From an optimization exercise on the open Yosys and OpenROAD flow, aimed at small area and a short achievable clock period; shortcuts taken in it are not production practice. The RTL was checked by simulation tests, not by an equivalence proof against the original design.

==> lagoon <==
==> flow/design.v (excerpt) <==
module hdl_cpu(
	input clock,
	input nreset,
	output [13:0] prog_mem_addra,
	input [31:0] prog_mem_douta,
	input [7:0] prog_mem_doutb,
	output [15:0] addr_in,
	output [11:0] data_in,
	output main_mem_wen,
	input [7:0] main_mem_dout,
	output fb_wena,
	input [11:0] fb_douta,
	output call_stk_wen,
	output [7:0] call_stk_addr,
	output [13:0] call_stk_din,
	input [13:0] call_stk_dout,
	input vblank_int,
	input [7:0] prta_in,
	output [7:0] led,
	output [7:0] prta_out,
	output [7:0] prtb_out
);
==> flow/config.mk <==
export PLATFORM = sky130hd
export DESIGN_NAME = hdl_cpu
export DESIGN_NICKNAME = hdl_cpu
export VERILOG_FILES = /design/flow/design.v
export SDC_FILE = /design/flow/constraint.sdc
export NUM_CORES = 4
export LEC_CHECK = 0
export CAP_MARGIN = 20
export CORE_MARGIN = 2
export CORE_UTILIZATION = 40
export SLEW_MARGIN = 20
==> flow/constraint.sdc <==
create_clock -name core_clock -period 20.0 [get_ports {clock}]
set_input_delay 4.0000 -clock core_clock [delete_from_list [all_inputs] [get_ports {clock}]]
set_output_delay 4.0000 -clock core_clock [all_outputs]
set_load 0.01 [all_outputs]
run.sh (not shown) runs the stock make flow with config.mk's settings and CLKGATE_MAP_FILE= SYNTH_SCRIPT=/design/flow/synth_recipe.tcl, a recipe that flattens the netlist after the stock synthesis.
==> quartz: changes against lagoon <==
--- a/flow/design.v
+++ b/flow/design.v
@@ -738,11 +738,17 @@
 		.mem_read_data(read_data),
 		.mem_write_data(write_data),
 		.sfr_file_in(sfr_file_in), 					 
 		.sfr_file_out(sfr_file_out),
 		.nreset_d(nreset_d),
-		.sfr_ctrl_next(sfr_ctrl_next)
+		.sfr_ctrl_next(sfr_ctrl_next),
+		.addr_sel_next(id_ex_instruction_out[19:18]),
+		.stk_addr_sel_next(stk_addr_sel_idex),
+		.call_stk_addr_sel_next(call_stk_addr_sel_idex),
+		.mem_str_data_input_sel_top_next(mem_str_data_sel_top_ex),
+		.mem_str_data_input_sel_bot_next(mem_str_data_sel_bot_ex),
+		.ex_mem_data_next(execute_data_out)
 	);
 	wire [15:0] mem_wb_data_out;
 	mem_wb mem_wb_register(
 		.clock(clock),
 		.nreset(nreset),
@@ -3647,10 +3653,16 @@
 module memory(
 	input clock,
 	input nreset,
 	input nreset_d,
 	output [23:0] sfr_ctrl_next,
+	input [1:0] addr_sel_next,
+	input stk_addr_sel_next,
+	input call_stk_addr_sel_next,
+	input [4:0] mem_str_data_input_sel_top_next,
+	input [4:0] mem_str_data_input_sel_bot_next,
+	input [15:0] ex_mem_data_next,
 	input [7:0] data_in_top,
 	input [7:0] data_in_bot,
 	input [31:0] instruction,
 	input [3:0] mem_wb_data_input_sel_top,
 	input [6:0] mem_wb_data_input_sel_bot,
@@ -3687,10 +3699,11 @@
 	wire [7:0] sfr_output;
 	wire [15:0] x_ptr;
 	wire [15:0] y_ptr;
 	wire [15:0] z_ptr;
 	wire [15:0] stack_ptr;
+	wire [71:0] ptr_next;
 	sfr_file sf_reg_file(
 		.clock(clock),
 		.nreset(nreset),
 		.nreset_d(nreset_d),
 		.mem_ptr_ctl_signals(mem_ptr_ctl), 	 
@@ -3703,11 +3716,12 @@
 		.read_data(sfr_output),
 		.stack_ptr(stack_ptr),
 		.x_ptr(x_ptr),
 		.y_ptr(y_ptr),
 		.z_ptr(z_ptr),
-		.call_stk_ptr(call_stack_ptr),
+		.call_stk_ptr(),
+		.ptr_next(ptr_next),
 		.sfr_file_in(sfr_file_in),
 		.sfr_file_out(sfr_file_out),
 		.ctrl_next(sfr_ctrl_next)
 	);
 	mem_str_data_sel_mux mem_data_in_mux(
@@ -3717,19 +3731,19 @@
 		.ex_mem_data_bot(data_in_bot),
 		.mem_wb_data_top(mem_wb_top),		 
 		.mem_wb_data_bot(mem_wb_bot),
 		.mem_wb_tm1_data_top(mem_wb_tm1_top),
 		.mem_wb_tm1_data_bot(mem_wb_tm1_bot),
-		.mem_data(mem_write_data)
+		.mem_data()
 	);
 	mem_addr_sel_mux mem_addr_in_mux(
 		.sel_signals(instruction[19:18]),
 		.x_ptr(x_ptr),
 		.y_ptr(y_ptr),
 		.z_ptr(z_ptr),
 		.stack_ptr(stack_ptr),
-		.mem_addr(address)
+		.mem_addr()
 	);
 	mem_wb_data_input_mux mem_wb_input_mux(
 			.sel_signals_top(mem_wb_data_input_sel_top),
 			.sel_signals_bot(mem_wb_data_input_sel_bot),
 			.sfr_data(sfr_output),
@@ -3742,10 +3756,46 @@
 			.mem_wb_tm1_top(mem_wb_tm1_top),
 			.mem_wb_tm1_bot(mem_wb_tm1_bot),
 			.mem_data_out_top(data_out_top),
 			.mem_data_out_bot(data_out_bot)
 		);
+	wire [7:0] stk_ptr_inc_next = ptr_next[7:0] + 8'd1;
+	wire [15:0] stack_ptr_next = stk_addr_sel_next ? {stk_ptr_inc_next, stk_ptr_inc_next} : ptr_next[15:0];
+	wire [15:0] address_next;
+	mem_addr_sel_mux mem_addr_next_mux(
+		.sel_signals(addr_sel_next),
+		.x_ptr(ptr_next[31:16]),
+		.y_ptr(ptr_next[47:32]),
+		.z_ptr(ptr_next[63:48]),
+		.stack_ptr(stack_ptr_next),
+		.mem_addr(address_next)
+	);
+	wire [7:0] call_stack_ptr_next = call_stk_addr_sel_next ? ptr_next[71:64] - 8'd1 : ptr_next[71:64];
+	wire [11:0] mem_write_data_next;
+	mem_str_data_sel_mux mem_data_next_mux(
+		.sel_signal_top(mem_str_data_input_sel_top_next),
+		.sel_signal_bot(mem_str_data_input_sel_bot_next),
+		.ex_mem_data_top(ex_mem_data_next[15:8]),
+		.ex_mem_data_bot(ex_mem_data_next[7:0]),
+		.mem_wb_data_top(data_out_top),
+		.mem_wb_data_bot(data_out_bot),
+		.mem_wb_tm1_data_top(mem_wb_top),
+		.mem_wb_tm1_data_bot(mem_wb_bot),
+		.mem_data(mem_write_data_next)
+	);
+	reg [15:0] address_q;
+	reg [7:0] call_stack_ptr_q;
+	reg [11:0] mem_write_data_q;
+	always @ (posedge clock)
+	begin
+		address_q <= address_next;
+		call_stack_ptr_q <= call_stack_ptr_next;
+		mem_write_data_q <= mem_write_data_next;
+	end
+	assign address = address_q;
+	assign call_stack_ptr = call_stack_ptr_q;
+	assign mem_write_data = mem_write_data_q;
 endmodule
 module mem_addr_sel_mux(
 	input [1:0] sel_signals,
 	input [15:0] x_ptr,
 	input [15:0] y_ptr,
@@ -3931,11 +3981,12 @@
 	output [15:0] y_ptr,
 	output [15:0] z_ptr,
 	output [7:0] call_stk_ptr,
 	input [71:0] sfr_file_in,
 	output [111:0] sfr_file_out,
-	output [23:0] ctrl_next
+	output [23:0] ctrl_next,
+	output [71:0] ptr_next
 );
 	integer i;
 	reg [7:0] sfr_array [0:31];
 	wire [15:0] x_intermediate;
 	assign x_intermediate[15:8] = sfr_array[3];
@@ -3954,72 +4005,72 @@
 	assign stk_ptr_intermediate[7:0] = sfr_array[0];
 	wire [15:0] stk_ptr_dec;
 	wire [15:0] stk_ptr_inc;
 	wire [7:0] call_stk_inc;
 	wire [7:0] call_stk_dec;
-	always @ (posedge clock)
+	reg [7:0] sfr_next [0:31];
+	always @ (*)
 	begin
-		if(nreset_d == 1'b0)
+		for(i=0;i<32;i=i+1)
+			sfr_next[i] = sfr_array[i];
+		if(wren[0] == 1'b1)
 		begin
 			for(i=0;i<32;i=i+1)
-			begin
-				sfr_array[i] <= 0;
-			end
+				if(wr_addr == i)
+					sfr_next[i] = write_data;
 		end
 		else
 		begin
-			if(wren[0] == 1'b1)
-			begin
-				sfr_array[wr_addr] <= write_data;
-			end
-			else
-			begin
-				if(mem_ptr_ctl_signals == 7'b0000010 && wren[0] == 1'b0)
-				begin
-					sfr_array[0] <= stk_ptr_inc[7:0];
-					sfr_array[1] <= stk_ptr_inc[15:8];
-				end
-				else if(mem_ptr_ctl_signals == 7'b0000001 && wren[0] == 1'b0)
-				begin
-					sfr_array[0] <= stk_ptr_dec[7:0];
-					sfr_array[1] <= stk_ptr_dec[15:8];
-				end
-				else if(mem_ptr_ctl_signals == 7'b0000100 && wren[0] == 1'b0)
+			case(mem_ptr_ctl_signals)
+				7'b0000010 :
 				begin
-					sfr_array[9] <= call_stk_dec;
+					sfr_next[0] = stk_ptr_inc[7:0];
+					sfr_next[1] = stk_ptr_inc[15:8];
 				end
-				else if(mem_ptr_ctl_signals == 7'b0001000 && wren[0] == 1'b0)
+				7'b0000001 :
 				begin
-					sfr_array[9] <= call_stk_inc;
+					sfr_next[0] = stk_ptr_dec[7:0];
+					sfr_next[1] = stk_ptr_dec[15:8];
 				end
-				else if(mem_ptr_ctl_signals == 7'b0010000 && wren[0] == 1'b0)
+				7'b0000100 : sfr_next[9] = call_stk_dec;
+				7'b0001000 : sfr_next[9] = call_stk_inc;
+				7'b0010000 :
 				begin
-					sfr_array[2] <= x_inc[7:0];
-					sfr_array[3] <= x_inc[15:8];
+					sfr_next[2] = x_inc[7:0];
+					sfr_next[3] = x_inc[15:8];
 				end
-				else if(mem_ptr_ctl_signals == 7'b0100000 && wren[0] == 1'b0)
+				7'b0100000 :
 				begin
-					sfr_array[4] <= y_inc[7:0];
-					sfr_array[5] <= y_inc[15:8];
+					sfr_next[4] = y_inc[7:0];
+					sfr_next[5] = y_inc[15:8];
 				end
-				else if(mem_ptr_ctl_signals == 7'b1000000 && wren[0] == 1'b0)
+				7'b1000000 :
 				begin
-					sfr_array[6] <= z_inc[7:0];
-					sfr_array[7] <= z_inc[15:8];
+					sfr_next[6] = z_inc[7:0];
+					sfr_next[7] = z_inc[15:8];
 				end
-				sfr_array[23] <= sfr_file_in[7:0]; 	 
-				sfr_array[24] <= sfr_file_in[15:8]; 	 
-				sfr_array[25] <= sfr_file_in[23:16]; 	 
-				sfr_array[26] <= sfr_file_in[31:24]; 	 
-				sfr_array[27] <= sfr_file_in[39:32]; 	 
-				sfr_array[28] <= sfr_file_in[47:40]; 	 
-				sfr_array[29] <= sfr_file_in[55:48]; 	 
-				sfr_array[30] <= sfr_file_in[63:56]; 	 
-				sfr_array[31] <= sfr_file_in[71:64]; 	 
-			end
+				default : ;
+			endcase
+			sfr_next[23] = sfr_file_in[7:0]; 	 
+			sfr_next[24] = sfr_file_in[15:8]; 	 
+			sfr_next[25] = sfr_file_in[23:16]; 	 
+			sfr_next[26] = sfr_file_in[31:24]; 	 
+			sfr_next[27] = sfr_file_in[39:32]; 	 
+			sfr_next[28] = sfr_file_in[47:40]; 	 
+			sfr_next[29] = sfr_file_in[55:48]; 	 
+			sfr_next[30] = sfr_file_in[63:56]; 	 
+			sfr_next[31] = sfr_file_in[71:64]; 	 
 		end
+		if(nreset_d == 1'b0)
+			for(i=0;i<32;i=i+1)
+				sfr_next[i] = 8'h00;
 	end
+	always @ (posedge clock)
+		for(i=0;i<32;i=i+1)
+			sfr_array[i] <= sfr_next[i];
+	assign ptr_next = {sfr_next[9], sfr_next[7], sfr_next[6], sfr_next[5], sfr_next[4], sfr_next[3], sfr_next[2], sfr_next[1], sfr_next[0]};
+	assign ctrl_next = {sfr_next[12], sfr_next[11], sfr_next[8]};
 	assign stack_ptr[7:0] = stk_addr_sel ? stk_ptr_inc : sfr_array[0];
 	assign stack_ptr[15:8] = stk_addr_sel ? stk_ptr_inc : sfr_array[1];
 	assign x_ptr[7:0] = sfr_array[2];
 	assign x_ptr[15:8] = sfr_array[3];
 	assign y_ptr[7:0] = sfr_array[4];
@@ -4054,13 +4105,10 @@
 		rd_data = 8'h00;
 		for(i=0;i<32;i=i+1)
 			rd_data = rd_data | (sfr_array[i] & {8{wren[1] && rd_addr == i}});
 	end
 	assign read_data = rd_data;
-	assign ctrl_next[7:0] = ~nreset_d ? 8'h00 : (wren[0] && wr_addr == 5'd8) ? write_data : sfr_array[8];
-	assign ctrl_next[15:8] = ~nreset_d ? 8'h00 : (wren[0] && wr_addr == 5'd11) ? write_data : sfr_array[11];
-	assign ctrl_next[23:16] = ~nreset_d ? 8'h00 : (wren[0] && wr_addr == 5'd12) ? write_data : sfr_array[12];
 endmodule
 module sfr_sel_mux(
 	input [4:0] sel_signals,
 	input [7:0] ex_mem_data_bot,
 	input [7:0] mem_wb_data_top,
==> flow_metrics.tcl <==
set metrics [dict create \
    synth_edf_count 256 \
    synth_area_um2 49500 \
    whs_ps 421 \
    path_max_fanout 29 \
    cpMaxStageDelayCell "o22ai_2" \
    cts.sinks 931 \
    r2r_start "pipeline.alu_opa[7]" \
    powerClk_uw 1860 \
    status "complete, no violations" \
]
(the above is from quartz)
==> flow_metrics.tcl <==
set metrics [dict create \
    r2r_start "pipeline.alu_opb[3]" \
    powerClk_uw 1950 \
    status "complete, no violations" \
    path_max_fanout 7 \
    synth_area_um2 48900 \
    synth_edf_count 512 \
    cts.sinks 908 \
]
(the above is from lagoon)

---

==> run a <==
Another version of the RTL of hdl_cpu (not shown whole).
// hdl_cpu
module hdl_cpu(
	input clock,
	input nreset,
	output [13:0] prog_mem_addra,
	input [31:0] prog_mem_douta,
	input [7:0] prog_mem_doutb,
	output [15:0] addr_in,
	output [11:0] data_in,
	output main_mem_wen,
	input [7:0] main_mem_dout,
	output fb_wena,
	input [11:0] fb_douta,
	output call_stk_wen,
	output [7:0] call_stk_addr,
	output [13:0] call_stk_din,
	input [13:0] call_stk_dout,
	input vblank_int,
	input [7:0] prta_in,
	output [7:0] led,
	output [7:0] prta_out,
	output [7:0] prtb_out
);
clock: 20.0 ns
lec_check: 0
cap_margin: 20
core_margin: 2
core_utilization: 40
slew_margin: 20
==> run b (differences from run a) <==
--- a/flow/design.v
+++ b/flow/design.v
@@ -18,10 +18,18 @@
 	input [7:0] prta_in,
 	output [7:0] led,
 	output [7:0] prta_out,
 	output [7:0] prtb_out
 );
+	reg nreset_d;
+	reg [7:0] prta_d;
+	always @ (posedge clock)
+	begin
+		nreset_d <= nreset;
+		prta_d <= prta_in;
+	end
+	wire [23:0] sfr_ctrl_next;
 	wire call_stk_en;
 	wire main_mem_en;
 	wire fb_en;
 	wire prog_mem_en;
 	wire mem_wen;
@@ -40,11 +48,11 @@
 		.frame_buf_wena(fb_wena),
 		.frame_buf_douta(fb_douta)
 	);
 	wire [71:0] sfr_input;
 	wire [111:0] sfr_output;
-	assign sfr_input[7:0] = prta_in;
+	assign sfr_input[7:0] = prta_d;
 	assign prta_out = sfr_output[103:96];
 	assign prtb_out = sfr_output[95:88];
 	wire interrupt;
 	wire [13:0] interrupt_vector_address;
 	wire [3:0] hazard_control_unit_state;
@@ -57,12 +65,12 @@
 		.illegal_opcode_exception(illegal_opcode_exception),
 		.timer_compare_match(1'b0),
 		.hazard_unit_state(hazard_control_unit_state),
 		.interrupt(interrupt),
 		.int_vec_addr(interrupt_vector_address),
-		.control_reg(sfr_output[15:8]),
-		.mask_reg(sfr_output[23:16])
+		.control_reg(sfr_ctrl_next[15:8]),
+		.mask_reg(sfr_ctrl_next[23:16])
 	);
 	wire ret;
 	wire halt;
 	wire fetch_stl_req;
 	wire dec_stl_req;
@@ -74,10 +82,11 @@
 	wire [31:0] hazard_instruction;
 	wire [13:0] hazard_int_addr;
 	hazard_control_unit hazard_unit(
 		.clock(clock),
 		.nreset(nreset),
+		.nreset_d(nreset_d),
 		.ret(ret),
 		.halt(halt),
 		.fetch_stl_req(fetch_stl_req),
 		.dec_stl_req(dec_stl_req),
 		.take_branch_target(take_branch_target),
@@ -92,11 +101,11 @@
 		.control_state(hazard_control_unit_state)
 	);
 	timer hardware_timer(
 		.clock(clock),
 		.nreset(nreset),
-		.control_reg(sfr_output[111:104]),
+		.control_reg(sfr_ctrl_next[7:0]),
 		.timer_compare_value(sfr_output[87:24]),
 		.timer_compare_match(timer_compare_match),
 		.timer_value(sfr_input[71:8])
 	);
 	wire [15:0] memwb_data;
@@ -104,10 +113,12 @@
 	wire [1:0] reg_file_wen;
 	wire mem_wb_reti_bit;
 	datapath pipeline(
 		.clock(clock),
 		.nreset(nreset),
+		.nreset_d(nreset_d),
+		.sfr_ctrl_next(sfr_ctrl_next),
 		.mem_wb_opcode(mem_wb_opcode),
 		.mem_wb_reti_bit(mem_wb_reti_bit),
 		.memwb_data(memwb_data),
 		.reg_file_wen_ext(reg_file_wen),
 		.prog_cntr_val(prog_mem_addra),
@@ -270,10 +281,11 @@
 	end
 endmodule
 module hazard_control_unit(
 	input clock,
 	input nreset,
+	input nreset_d,
 	input ret,
 	input halt,
 	input fetch_stl_req,
 	input dec_stl_req,
 	input take_branch_target,
@@ -285,184 +297,70 @@
 	output reg inst_word_sel,
 	output reg [31:0] new_inst_word,
 	output reg [13:0] prog_cntr_int_addr,
 	output [3:0] control_state
 );
-	reg [3:0] state, next_state;
-	always @ (negedge clock)
+	reg [3:0] state_q, next_state;
+	wire [3:0] state = nreset_d ? next_state : 4'h0;
+	always @ (posedge clock)
+		state_q <= state;
+	always @ (*)
 	begin
-		if(nreset == 1'b0)
-		begin
-			state <= 0;
-		end
-		else
-		begin
-			state <= next_state;
-		end
+		case(state_q)
+			4'h0 :
+				if(ret) next_state = 4'h5;
+				else if(halt) next_state = 4'h1;
+				else if(take_branch_target) next_state = 4'h9;
+				else if(fetch_stl_req) next_state = 4'h3;
+				else if(dec_stl_req) next_state = 4'h4;
+				else if(interrupt) next_state = 4'h2;
+				else next_state = 4'h0;
+			4'h1 : next_state = interrupt ? 4'h2 : 4'h1;
+			4'h3, 4'h4 : next_state = interrupt ? 4'h2 : 4'h0;
+			4'h5 : next_state = 4'h6;
+			4'h6 : next_state = 4'h7;
+			4'h7 : next_state = 4'h8;
+			default : next_state = 4'h0;
+		endcase
 	end
 	always @ (*)
 	begin
+		stall_fetch = 1'b0;
+		stall_decode = 1'b0;
+		prog_cntr_load_sel = 4'b0010;
+		inst_word_sel = 1'b0;
+		new_inst_word = 32'h00000000;
+		prog_cntr_int_addr = 14'h0000;
 		case(state)
-			4'h0 :
-			begin
-				stall_fetch <= 1'b0;
-				stall_decode <= 1'b0;
-				prog_cntr_load_sel <= 4'b0010;
-				inst_word_sel <= 1'b0;
-				new_inst_word <= 32'h00000000;
-				prog_cntr_int_addr <= 14'h0000;
-				if(ret == 1'b1)
-				begin
-					next_state <= 4'b0101;
-				end
-				else if(halt == 1'b1)
-				begin
-					next_state <= 4'b0001;
-				end
-				else if(take_branch_target == 1'b1)
-				begin
-					next_state <= 4'b1001;
-				end
-				else if(fetch_stl_req == 1'b1)
-				begin
-					next_state <= 4'b0011;
-				end
-				else if(dec_stl_req == 1'b1)
-				begin
-					next_state <= 4'b0100;
-				end
-				else if(interrupt == 1'b1)
-				begin
-					next_state <= 4'b0010;
-				end
-				else
-				begin
-					next_state <= 4'b0000;
-				end
-			end
-			4'h1 :
+			4'h1, 4'h3, 4'h5, 4'h6, 4'h7 :
 			begin
-				stall_fetch <= 1'b1;
-				stall_decode <= 1'b0;
-				prog_cntr_load_sel <= 4'b0010;
-				inst_word_sel <= 1'b1;
-				new_inst_word <= 32'h00000000;
-				prog_cntr_int_addr <= 14'h0000;
-				if(interrupt == 1'b1)
-				begin
-					next_state <= 4'b0010;
-				end
-				else
-				begin
-					next_state <= 4'b0001;
-				end
+				stall_fetch = 1'b1;
+				inst_word_sel = 1'b1;
 			end
 			4'h2 :
 			begin
-				stall_fetch <= 1'b0;
-				stall_decode <= 1'b0;
-				prog_cntr_load_sel <= 4'b0100;
-				inst_word_sel <= 1'b1;
-				new_inst_word[31:18] <= interrupt_vector_address;
-				new_inst_word[17:0] <= 18'h00042;
-				prog_cntr_int_addr <= interrupt_vector_address;
-				next_state <= 4'b0000;
-			end
-			4'h3 :
-			begin
-				stall_fetch <= 1'b1;
-				stall_decode <= 1'b0;
-				prog_cntr_load_sel <= 4'b0010;
-				inst_word_sel <= 1'b1;
-				new_inst_word <= 32'h00000000;
-				prog_cntr_int_addr <= 14'h0000;
-				if(interrupt == 1'b1)
-				begin
-					next_state <= 4'b0010;
-				end
-				else
-				begin
-					next_state <= 4'b0000;
-				end
+				prog_cntr_load_sel = 4'b0100;
+				inst_word_sel = 1'b1;
+				new_inst_word = {interrupt_vector_address, 18'h00042};
+				prog_cntr_int_addr = interrupt_vector_address;
 			end
 			4'h4 :
 			begin
-				stall_fetch <= 1'b1;
-				stall_decode <= 1'b1;
-				prog_cntr_load_sel <= 4'b0010;
-				inst_word_sel <= 1'b0;
-				new_inst_word <= 32'h00000000;
-				prog_cntr_int_addr <= 14'h0000;
-				if(interrupt == 1'b1)
-				begin
-					next_state <= 4'b0010;
-				end
-				else
-				begin
-					next_state <= 4'b0000;
-				end
-			end
-			4'h5 :
-			begin
-				stall_fetch <= 1'b1;
-				stall_decode <= 1'b0;
-				prog_cntr_load_sel <= 4'b0010;
-				inst_word_sel <= 1'b1;
-				new_inst_word <= 32'h00000000;
-				prog_cntr_int_addr <= 14'h0000;
-				next_state <= 4'b0110;
-			end
-			4'h6 :
-			begin
-				stall_fetch <= 1'b1;
-				stall_decode <= 1'b0;
-				prog_cntr_load_sel <= 4'b0010;
-				inst_word_sel <= 1'b1;
-				new_inst_word <= 32'h00000000;
-				prog_cntr_int_addr <= 14'h0000;
-				next_state <= 4'b0111;
-			end
-			4'h7 :
-			begin
-				stall_fetch <= 1'b1;
-				stall_decode <= 1'b0;
-				prog_cntr_load_sel <= 4'b0010;
-				inst_word_sel <= 1'b1;
-				new_inst_word <= 32'h00000000;
-				prog_cntr_int_addr <= 14'h0000;
-				next_state <= 4'b1000;
+				stall_fetch = 1'b1;
+				stall_decode = 1'b1;
 			end
 			4'h8 :
 			begin
-				stall_fetch <= 1'b0;
-				stall_decode <= 1'b0;
-				prog_cntr_load_sel <= 4'b1000;
-				inst_word_sel <= 1'b1;
-				new_inst_word <= 32'h00000000;
-				prog_cntr_int_addr <= 14'h0000;
-				next_state <= 4'b0000;
+				prog_cntr_load_sel = 4'b1000;
+				inst_word_sel = 1'b1;
 			end
 			4'h9 :
 			begin
-				stall_fetch <= 1'b0;
-				stall_decode <= 1'b0;
-				prog_cntr_load_sel <= 4'b0001;
-				inst_word_sel <= 1'b1;
-				new_inst_word <= 32'h00000000;
-				prog_cntr_int_addr <= 14'h0000;
-				next_state <= 4'b0000;
-			end
-			default
-			begin
-				stall_fetch <= 1'b0;
-				stall_decode <= 1'b0;
-				prog_cntr_load_sel <= 4'b0010;
-				inst_word_sel <= 1'b0;
-				new_inst_word <= 32'h00000000;
-				prog_cntr_int_addr <= 14'h0000;
-				next_state <= 4'b0000;
+				prog_cntr_load_sel = 4'b0001;
+				inst_word_sel = 1'b1;
 			end
+			default : ;
 		endcase
 	end
 	assign control_state = state;
 endmodule
 module timer(
@@ -500,10 +398,12 @@
 	assign timer_inc = timer_value + 1;
 endmodule
 module datapath(
 	input clock,
 	input nreset,
+	input nreset_d,
+	output [23:0] sfr_ctrl_next,
 	output [7:0] mem_wb_opcode,
 	output mem_wb_reti_bit,
 	output [15:0] memwb_data,
 	output [1:0] reg_file_wen_ext,
 	output [13:0] prog_cntr_val,
@@ -533,19 +433,20 @@
 	output return_in_pipeline,
 	input [71:0] sfr_file_in,
 	output [111:0] sfr_file_out
 );
 	wire [1:0] reg_file_wen;
+	wire [1:0] reg_file_wen_exmem;
 	wire [1:0] reg_file_ren;
 	wire [15:0] reg_file_rd_data;
 	wire [15:0] reg_file_wr_data;
 	wire [9:0] reg_file_rd_addr;
 	wire [9:0] reg_file_wr_addr;
 	register_file reg_file(
 		.clock(clock),
 		.nreset(nreset),
-		.wr_en(reg_file_wen),
+		.wr_en(reg_file_wen_exmem),
 		.rd_en(reg_file_ren),
 		.wr_addr(reg_file_wr_addr),
 		.rd_addr(reg_file_rd_addr),
 		.data_in(reg_file_wr_data),
 		.data_out(reg_file_rd_data)
@@ -716,11 +617,10 @@
 		.mem_wb_data_sel_bot(mem_wb_data_sel_bot_ex)
 	);
 	wire [6:0] mem_ptr_ctl_exmem;
 	wire call_stk_addr_sel_exmem;
 	wire stk_addr_sel_exmem;
-	wire [1:0] reg_file_wen_exmem;
 	wire [1:0] sfr_wren_exmem;
 	wire [4:0] sfr_input_sel_exmem;
 	wire [4:0] mem_str_data_sel_top_exmem;
 	wire [4:0] mem_str_data_sel_bot_exmem;
 	wire [3:0] mem_wb_data_sel_top_exmem;
@@ -793,11 +693,13 @@
 		.address(mem_addr),
 		.call_stack_ptr(call_stk_addr),
 		.mem_read_data(read_data),
 		.mem_write_data(write_data),
 		.sfr_file_in(sfr_file_in), 					 
-		.sfr_file_out(sfr_file_out)
+		.sfr_file_out(sfr_file_out),
+		.nreset_d(nreset_d),
+		.sfr_ctrl_next(sfr_ctrl_next)
 	);
 	wire [15:0] mem_wb_data_out;
 	mem_wb mem_wb_register(
 		.clock(clock),
 		.nreset(nreset),
@@ -812,14 +714,14 @@
 		.reg_file_wen_in(reg_file_wen_exmem),
 		.reg_file_wen_out(reg_file_wen),
 		.ret_addr_in(call_stk_read_data), 				 
 		.ret_addr_out(ret_addr_wb)
 	);
-	assign reg_file_wr_data = mem_wb_data_out;
+	assign reg_file_wr_data = memory_data_out;
 	assign memwb_data = mem_wb_data_out;
 	assign reg_file_wen_ext = reg_file_wen; 
-	assign reg_file_wr_addr = mem_wb_instruction_out[17:8];
+	assign reg_file_wr_addr = ex_mem_instruction_out[17:8];
 	assign mem_wb_opcode = mem_wb_instruction_out[7:0];
 	assign mem_wb_reti_bit = mem_wb_instruction_out[20];
 endmodule
 module register_file(
 	input clock,
@@ -831,11 +733,11 @@
 	input [15:0] data_in,
 	output [15:0] data_out
 );
 	integer i;
 	reg [7:0] reg_file [0:31];
-	always @ (negedge clock)
+	always @ (posedge clock)
 	begin
 		if(nreset == 1'b0)
 		begin
 			for(i=0;i<32;i=i+1)
 			begin
@@ -3541,10 +3443,12 @@
 	end
 endmodule
 module memory(
 	input clock,
 	input nreset,
+	input nreset_d,
+	output [23:0] sfr_ctrl_next,
 	input [7:0] data_in_top,
 	input [7:0] data_in_bot,
 	input [31:0] instruction,
 	input [3:0] mem_wb_data_input_sel_top,
 	input [6:0] mem_wb_data_input_sel_bot,
@@ -3584,10 +3488,11 @@
 	wire [15:0] z_ptr;
 	wire [15:0] stack_ptr;
 	sfr_file sf_reg_file(
 		.clock(clock),
 		.nreset(nreset),
+		.nreset_d(nreset_d),
 		.mem_ptr_ctl_signals(mem_ptr_ctl), 	 
 		.call_stk_addr_sel(call_stk_addr_sel),
 		.stk_addr_sel(stk_addr_sel),
 		.wren(sfr_file_wren),
 		.wr_addr(instruction[12:8]),
@@ -3598,11 +3503,12 @@
 		.x_ptr(x_ptr),
 		.y_ptr(y_ptr),
 		.z_ptr(z_ptr),
 		.call_stk_ptr(call_stack_ptr),
 		.sfr_file_in(sfr_file_in),
-		.sfr_file_out(sfr_file_out)
+		.sfr_file_out(sfr_file_out),
+		.ctrl_next(sfr_ctrl_next)
 	);
 	mem_str_data_sel_mux mem_data_in_mux(
 		.sel_signal_top(mem_str_data_input_sel_top),
 		.sel_signal_bot(mem_str_data_input_sel_bot),
 		.ex_mem_data_top(data_in_top),
@@ -3807,10 +3713,11 @@
 	end
 endmodule
 module sfr_file(
 	input clock,
 	input nreset,
+	input nreset_d,
 	input [6:0] mem_ptr_ctl_signals,  	 
 	input call_stk_addr_sel,
 	input stk_addr_sel,
 	input [1:0] wren,
 	input [4:0] wr_addr,
@@ -3821,15 +3728,15 @@
 	output [15:0] x_ptr,
 	output [15:0] y_ptr,
 	output [15:0] z_ptr,
 	output [7:0] call_stk_ptr,
 	input [71:0] sfr_file_in,
-	output [111:0] sfr_file_out
+	output [111:0] sfr_file_out,
+	output [23:0] ctrl_next
 );
 	integer i;
 	reg [7:0] sfr_array [0:31];
-	reg [7:0] out_data;
 	wire [15:0] x_intermediate;
 	assign x_intermediate[15:8] = sfr_array[3];
 	assign x_intermediate[7:0] = sfr_array[2];
 	wire [15:0] x_inc;
 	wire [15:0] y_intermediate;
@@ -3845,19 +3752,18 @@
 	assign stk_ptr_intermediate[7:0] = sfr_array[0];
 	wire [15:0] stk_ptr_dec;
 	wire [15:0] stk_ptr_inc;
 	wire [7:0] call_stk_inc;
 	wire [7:0] call_stk_dec;
-	always @ (negedge clock)
+	always @ (posedge clock)
 	begin
-		if(nreset == 1'b0)
+		if(nreset_d == 1'b0)
 		begin
 			for(i=0;i<32;i=i+1)
 			begin
 				sfr_array[i] <= 0;
 			end
-			out_data <= 8'h00;
 		end
 		else
 		begin
 			if(wren[0] == 1'b1)
 			begin
@@ -3906,18 +3812,10 @@
 				sfr_array[28] <= sfr_file_in[47:40]; 	 
 				sfr_array[29] <= sfr_file_in[55:48]; 	 
 				sfr_array[30] <= sfr_file_in[63:56]; 	 
 				sfr_array[31] <= sfr_file_in[71:64]; 	 
 			end
-			if(wren[1] == 1'b1)
-			begin
-				out_data <= sfr_array[rd_addr];
-			end
-			else
-			begin
-				out_data <= 8'h00;
-			end
 		end
 	end
 	assign stack_ptr[7:0] = stk_addr_sel ? stk_ptr_inc : sfr_array[0];
 	assign stack_ptr[15:8] = stk_addr_sel ? stk_ptr_inc : sfr_array[1];
 	assign x_ptr[7:0] = sfr_array[2];
@@ -3946,11 +3844,14 @@
 	assign sfr_file_out[79:72] = sfr_array[19]; 	 
 	assign sfr_file_out[87:80] = sfr_array[20]; 	 
 	assign sfr_file_out[95:88] = sfr_array[21];
 	assign sfr_file_out[103:96] = sfr_array[22]; 	 
 	assign sfr_file_out[111:104] = sfr_array[8]; 	 
-	assign read_data = out_data;
+	assign read_data = wren[1] ? sfr_array[rd_addr] : 8'h00;
+	assign ctrl_next[7:0] = ~nreset_d ? 8'h00 : (wren[0] && wr_addr == 5'd8) ? write_data : sfr_array[8];
+	assign ctrl_next[15:8] = ~nreset_d ? 8'h00 : (wren[0] && wr_addr == 5'd11) ? write_data : sfr_array[11];
+	assign ctrl_next[23:16] = ~nreset_d ? 8'h00 : (wren[0] && wr_addr == 5'd12) ? write_data : sfr_array[12];
 endmodule
 module sfr_sel_mux(
 	input [4:0] sel_signals,
 	input [7:0] ex_mem_data_bot,
 	input [7:0] mem_wb_data_top,
==> comparison table <==
quantity	run b	run a
Status	no timing/DRC/antenna violations	no timing/DRC/antenna violations
DR WL met3	19000 um	18100 um
Fraction of area in multi-input gates	43.6%	42.6%
Inserted tap cell count	1625	1637
GR Util All Layers	26.7%	26.1%
Startpoint of the most critical register-to-register path	pipeline.id_ex_register.instruction_out[20]$_SDFF_PP0_	pipeline.mem_wb_register.data_top_out[7]$_SDFF_PN0_
Number of buffers created by CTS	101	99
Die boundary width	355 um	356 um
Post-synthesis share of cell area spent on and, or, nand and nor gates	16.3%	15.6%
Worst-path cell with the longest stage delay	dfxtp_1	edfxtp_1
Worst Tran Pin Value	1.17 ns	1.29 ns
Largest fanout on the critical path	48	9
Standard cell core area	122000 um^2	123000 um^2
Most common cell after layout, fill and taps aside	edfxtp_1	inv_1
Average cell area after synthesis	10.7 um^2	10.8 um^2
Worst-skew pair later-pin latency	0.76 ns	0.74 ns
Share of the synthesized netlist area taken by xor and xnor gates	4.59%	4.67%
Top-area cell type share of the netlist area	31.2%	31.0%
Number of standard cells in the final layout excluding fillers	6342	6814
Final worst slack	10.16 ns	2.23 ns
Net count reported at finish	4805	5270

-- static timing again, ports no longer ideal --
How much do the figures lean on ideal ports? The routed layouts below were timed once more, with nothing changed but the port constraints.
Step 1 assumes that a clkbuf_16 drives the clock port and a buf_2 every other input.
Step 2 times the ports against the registers' clock, not the clock port: input delays grow and output delays shrink by t, the midpoint of the rising clock arrivals with the driver on.
Slacks: ideal ports / drivers / drivers and shift; pairs: ideal ports / drivers.
run | shift t [ns] | slack for setup (ns) | hold WS [ns] | clock arrival spread, ns | slew at the worst register clock pin (ns)
lagoon | 0.797 | 12.284 / 12.202 / 12.881 | 0.420 / 0.420 / 0.420 | 0.074 / 0.074 | 0.08 / 0.08
quartz | 0.799 | 12.537 / 12.537 / 12.537 | 0.421 / 0.421 / 0.421 | 0.045 / 0.045 | 0.08 / 0.08
run b | 0.805 | 10.163 / 10.163 / 10.163 | 0.431 / 0.431 / 0.431 | 0.060 / 0.060 | 0.07 / 0.07
After both steps every run listed still meets setup and hold.
